This is an optimization exercise on Yosys and OpenROAD, whose aim is small area, not a production implementation. Function was checked by simulation only, so behaviour that the tests miss may differ from the original. Power figures rest on the tool's default switching activity, not on a simulated workload.

Setup of the reference run:
==> module I2C_Sistema, before the edit <==
module I2C_Sistema(input         Clk, Reset,
                   input         START_STB, RNW,
                   input  [6:0]  I2C_ADDR_Gen,
                   input  [15:0] WR_DATA_Gen,
                   input  [6:0]  I2C_ADDR_Rec,
                   input  [15:0] RD_DATA_Rec,
                   output reg [15:0] RD_DATA_Gen,
                   output reg [15:0] WR_DATA_Rec,
                   output        SCL,
                   output reg    SDA_OUT, SDA_OE, SDA_IN);
    localparam [2:0] G_IDLE = 3'd0, G_INI = 3'd1, G_ANL = 3'd2, G_LEC = 3'd3,
                     G_ANE  = 3'd4, G_ESC = 3'd5, G_PAR = 3'd6;
    localparam [2:0] R_IDLE = 3'd0, R_INI = 3'd1, R_ANL = 3'd2, R_LEC = 3'd3,
                     R_ANE  = 3'd4, R_ESC = 3'd5, R_PAR = 3'd6;
    reg [2:0] gst, rst;
    reg [1:0] c;           
    reg [4:0] gb, rb;      
    assign SCL = c[1];
    wire pos = c[1] & ~c[0];     
    wire neg = ~c[1] & ~c[0];    
    wire [7:0] addr_v = {I2C_ADDR_Gen, RNW};
    always @(posedge Clk, negedge Reset)
        if (~Reset) begin
            gst <= G_IDLE; c <= 2'b11; SDA_OUT <= 1'b1; SDA_OE <= 1'b1;
            gb <= 5'd0; RD_DATA_Gen <= 16'd0;
        end else begin
            c <= (gst == G_IDLE) ? 2'b11 : c + 2'd1;
            case (gst)
                G_IDLE: if (START_STB) begin SDA_OUT <= 1'b0; gst <= G_INI; end
                G_INI: if (neg) begin
                    SDA_OUT <= gb[3] | addr_v[~gb[2:0]];
                    if (gb[3]) begin
                        SDA_OE <= 1'b0; gb <= 5'd0;
                        gst <= RNW ? G_ANL : G_ANE;
                    end else
                        gb <= gb + 5'd1;
                end
                G_ANL: begin
                    if (pos) gst <= (gb[4] | (~gb[3] & SDA_IN)) ? G_PAR : G_LEC;
                    if (neg) begin SDA_OUT <= gb[4]; SDA_OE <= 1'b1; end
                end
                G_LEC: begin
                    if (neg) begin SDA_OUT <= 1'b1; SDA_OE <= 1'b0; end
                    if (pos) begin
                        if (gb[2:0] == 3'd7) gst <= G_ANL;
                        gb <= gb + 5'd1;
                        RD_DATA_Gen <= {RD_DATA_Gen[14:0], SDA_IN};
                    end
                end
                G_ANE: begin
                    if (pos) gst <= SDA_IN ? G_PAR : G_ESC;
                    if (neg) SDA_OE <= 1'b0;
                end
                G_ESC: begin
                    if (pos & (gb[2:0] == 3'd0) & (gb[3] ^ gb[4])) gst <= G_ANE;
                    if (neg) begin
                        SDA_OE <= 1'b1; gb <= gb + 5'd1;
                        SDA_OUT <= WR_DATA_Gen[~gb[3:0]];
                    end
                end
                default: begin  
                    if (neg) begin SDA_OUT <= 1'b0; SDA_OE <= 1'b1; end
                    if (pos) begin gb <= 5'd0; SDA_OUT <= 1'b1; gst <= G_IDLE; end
                end
            endcase
        end
    wire gen_idle = (gst == G_IDLE);
    wire rec_esc_end = (gst == G_ESC) ? (gb[2:0] == 3'd0) : (gb[2:0] == 3'd7);
    always @(posedge Clk, negedge Reset)
        if (~Reset) begin
            rst <= R_IDLE; rb <= 5'd0; SDA_IN <= 1'b1; WR_DATA_Rec <= 16'd0;
        end else begin
            case (rst)
                R_IDLE: begin
                    rb <= 5'd0;
                    if (~gen_idle) rst <= R_INI;
                end
                R_INI: if (pos) begin
                    if (gb[3]) rst <= SDA_OUT ? R_ANL : R_ANE;
                    else if (I2C_ADDR_Rec[~gb[2:0]] != SDA_OUT) rst <= R_PAR;
                end
                R_ANL: if (neg) begin
                    if (~(rb[0] | rb[4])) SDA_IN <= 1'b0;
                    rst <= ((rb[0] | rb[4]) & SDA_OUT) ? R_PAR : R_LEC;
                end
                R_LEC: if (neg) begin
                    rb <= rb + 5'd1;
                    SDA_IN <= RD_DATA_Rec[~rb[3:0]];
                    if (rb == 5'd8 || rb == 5'd15) rst <= R_ANL;
                end
                R_ANE: begin
                    if (pos) rst <= gb[4] ? R_PAR : R_ESC;
                    if (neg) SDA_IN <= gb[4];
                end
                R_ESC: begin
                    if (neg) SDA_IN <= 1'b1;
                    if (pos) begin
                        if (rec_esc_end) rst <= R_ANE;
                        WR_DATA_Rec <= {WR_DATA_Rec[14:0], SDA_OUT};
                    end
                end
                default: begin  
                    if (neg) SDA_IN <= 1'b1;
                    if (gen_idle) rst <= R_IDLE;
                end
            endcase
        end
endmodule
==> flow/config.mk <==
export PLATFORM = sky130hd
export DESIGN_NAME = I2C_Sistema
export DESIGN_NICKNAME = I2C_Sistema
export VERILOG_FILES = /design/flow/design.v
export SDC_FILE = /design/flow/constraint.sdc
export NUM_CORES = 4
export LEC_CHECK = 0
export CAP_MARGIN = 20
export CORE_MARGIN = 2
export CORE_UTILIZATION = 40
export SLEW_MARGIN = 20
==> flow/constraint.sdc <==
create_clock -name core_clock -period 5.0 [get_ports {Clk}]
set_input_delay 1.0000 -clock core_clock [delete_from_list [all_inputs] [get_ports {Clk}]]
set_output_delay 1.0000 -clock core_clock [all_outputs]
set_load 0.01 [all_outputs]
standard.sh (not shown) runs the stock make flow with config.mk's settings and CLKGATE_MAP_FILE= SYNTH_SCRIPT=/design/flow/synth_recipe.tcl, a recipe that flattens the netlist after the stock synthesis.
==> flow/flow/run.sh <==
#!/bin/bash
# The standard layout, with three changes to how the layout is made:
#  - synthesis maps the combinational logic with an area-oriented ABC script
#    (flow/area.abc); registers are mapped as in the standard flow's own synthesis;
#  - the port buffers are the smallest buffer cell;
#  - CTS uses no dummy load cells.
set -euo pipefail
W=$PWD
export AREA_ABC_SCRIPT=$W/flow/area.abc
export FLOW_SYNTH_TCL=$W/synth_recipe.tcl
export BUFFER_PORTS_ARGS="-buffer_cell sky130_fd_sc_hd__buf_1"
export CTS_ARGS="-sink_clustering_enable -repair_clock_nets -dont_use_dummy_load"
sed -e "s#SYNTH_SCRIPT=[^ ]*#SYNTH_SCRIPT=$W/flow/synth_area.tcl ADDER_MAP_FILE=#" standard.sh > area_standard.sh
bash area_standard.sh > standard_flow.log 2>&1
==> flow/flow/area.abc <==
strash
&get -n
&deepsyn -T 30
&put
dch
amap
topo
==> flow/flow/synth_area.tcl <==
# The standard flow's synthesis (synth_recipe.tcl) with an area-oriented ABC script for the
# combinational logic; the registers are mapped exactly as synth_recipe.tcl maps them.
proc abc {args} {
  set i [lsearch -exact $args -script]
  if { $i >= 0 } {
    set args [lreplace $args $i [expr {$i + 1}] -script $::env(AREA_ABC_SCRIPT)]
  }
  yosys abc {*}$args
}
source $::env(FLOW_SYNTH_TCL)
What the trial run does differently from the reference run at the input level:
diff --git a/flow/design.v b/flow/design.v
--- a/flow/design.v
+++ b/flow/design.v
@@ -29,14 +29,21 @@
                 G_IDLE: if (START_STB) begin SDA_OUT <= 1'b0; gst <= G_INI; end
                 G_INI: if (neg) begin
-                    SDA_OUT <= gb[3] | addr_v[~gb[2:0]];
                     if (gb[3]) begin
-                        SDA_OE <= 1'b0; gb <= 5'd0;
+                        SDA_OE <= 1'b0; SDA_OUT <= 1'b1; gb <= 5'd0;
                         gst <= RNW ? G_ANL : G_ANE;
-                    end else
+                    end else begin
                         gb <= gb + 5'd1;
+                        SDA_OUT <= addr_v[~gb[2:0]];
+                    end
                 end
                 G_ANL: begin
-                    if (pos) gst <= (gb[4] | (~gb[3] & SDA_IN)) ? G_PAR : G_LEC;
-                    if (neg) begin SDA_OUT <= gb[4]; SDA_OE <= 1'b1; end
+                    if (pos) begin
+                        if (SDA_OE) gst <= gb[3] ? G_LEC : G_PAR;
+                        else if (~gb[3] & ~gb[4]) gst <= SDA_IN ? G_PAR : G_LEC;
+                    end
+                    if (neg) begin
+                        if (gb[3]) begin SDA_OUT <= 1'b0; SDA_OE <= 1'b1; end
+                        if (gb[4]) begin SDA_OUT <= 1'b1; SDA_OE <= 1'b1; end
+                    end
                 end
                 G_LEC: begin
@@ -53,5 +60,5 @@
                 end
                 G_ESC: begin
-                    if (pos & (gb[2:0] == 3'd0) & (gb[3] ^ gb[4])) gst <= G_ANE;
+                    if (pos & (gb == 5'd8 || gb == 5'd16)) gst <= G_ANE;
                     if (neg) begin
                         SDA_OE <= 1'b1; gb <= gb + 5'd1;
@@ -65,6 +72,6 @@
             endcase
         end
-    wire gen_idle = (gst == G_IDLE);
-    wire rec_esc_end = (gst == G_ESC) ? (gb[2:0] == 3'd0) : (gb[2:0] == 3'd7);
+    wire start_seen = (gst == G_INI) & (gb == 5'd0) & c[1];
+    wire stop_seen  = (gst == G_IDLE);
     always @(posedge Clk, negedge Reset)
         if (~Reset) begin
@@ -72,15 +79,16 @@
         end else begin
             case (rst)
-                R_IDLE: begin
-                    rb <= 5'd0;
-                    if (~gen_idle) rst <= R_INI;
-                end
+                R_IDLE: if (start_seen) rst <= R_INI;
                 R_INI: if (pos) begin
-                    if (gb[3]) rst <= SDA_OUT ? R_ANL : R_ANE;
-                    else if (I2C_ADDR_Rec[~gb[2:0]] != SDA_OUT) rst <= R_PAR;
+                    if (rb[2:0] == 3'd7) begin
+                        rb <= 5'd0; rst <= SDA_OUT ? R_ANL : R_ANE;
+                    end else begin
+                        rb <= rb + 5'd1;
+                        if (I2C_ADDR_Rec[3'd6 - rb[2:0]] != SDA_OUT) rst <= R_PAR;
+                    end
                 end
                 R_ANL: if (neg) begin
-                    if (~(rb[0] | rb[4])) SDA_IN <= 1'b0;
-                    rst <= ((rb[0] | rb[4]) & SDA_OUT) ? R_PAR : R_LEC;
+                    if (rb == 5'd0) begin SDA_IN <= 1'b0; rst <= R_LEC; end
+                    else rst <= SDA_OUT ? R_PAR : R_LEC;
                 end
                 R_LEC: if (neg) begin
@@ -90,11 +98,12 @@
                 end
                 R_ANE: begin
-                    if (pos) rst <= gb[4] ? R_PAR : R_ESC;
-                    if (neg) SDA_IN <= gb[4];
+                    if (pos) rst <= rb[4] ? R_PAR : R_ESC;
+                    if (neg) SDA_IN <= rb[4];
                 end
                 R_ESC: begin
                     if (neg) SDA_IN <= 1'b1;
                     if (pos) begin
-                        if (rec_esc_end) rst <= R_ANE;
+                        if (rb[2:0] == 3'd7) rst <= R_ANE;
+                        rb <= rb + 5'd1;
                         WR_DATA_Rec <= {WR_DATA_Rec[14:0], SDA_OUT};
                     end
@@ -102,5 +111,5 @@
                 default: begin  
                     if (neg) SDA_IN <= 1'b1;
-                    if (gen_idle) rst <= R_IDLE;
+                    if (stop_seen) begin rst <= R_IDLE; rb <= 5'd0; end
                 end
             endcase
==> comparison <==
Between the trial run and the reference run, it is the trial run whose worst path setup slack after routing is lower, by 42 ps.
NOTE: routed wire length in the trial run exceeds that of the reference run
Relative to the reference run, the placement-stage cell area measured on the trial run has increased slightly.
Looking only at design internal power, and setting everything else aside, the lower value of the trial run and the reference run goes to the reference run.
Going from the reference run to the trial run, total global routing track utilization picked up an extra 1.1 points, met1 layer usage reported by global route higher.
In the tables for the trial run and the reference run, part of the total power dissipated in combinational logic reads lower with the reference run.
Comparing the trial run with the reference run, the latest clock arrival within the worst-skew pair came out essentially unchanged.
Taking the reference run as the reference, in the trial run floorplan die area increased 0.40%, clock-pin slew reported for the worst setup and hold paths after clock tree synthesis now sits at about the same level, synthesized cell count +3.6%.

[port drivers added, routing unchanged]
Ports are ideal in the flow. The routed layouts listed here were re-timed in OpenROAD.
Step 1: set_driving_cell puts a clkbuf_16 on Clk and a buf_2 on each other input, an assumption about the parent block.
Step 2 times the ports against the registers' clock, not the clock port: input delays grow and output delays shrink by t, the midpoint of the rising clock arrivals with the driver on.
Slacks: no drivers / after step 1 / after step 2; pairs: no drivers / after step 1.
| run | t, ns | setup slack, ns | hold slack, ns | worst data-port slew with drivers (ns) | pins driven straight from the clock port |
|---|---|---|---|---|---|
| the reference run | 0.325 | 2.334 / 2.334 / 2.334 | 0.463 / 0.463 / 0.463 | 0.04 | 1 |
| the trial run | 0.322 | 2.292 / 2.292 / 2.292 | 0.457 / 0.457 / 0.457 | 0.04 | 1 |
After both steps setup and hold are still met in every run listed.
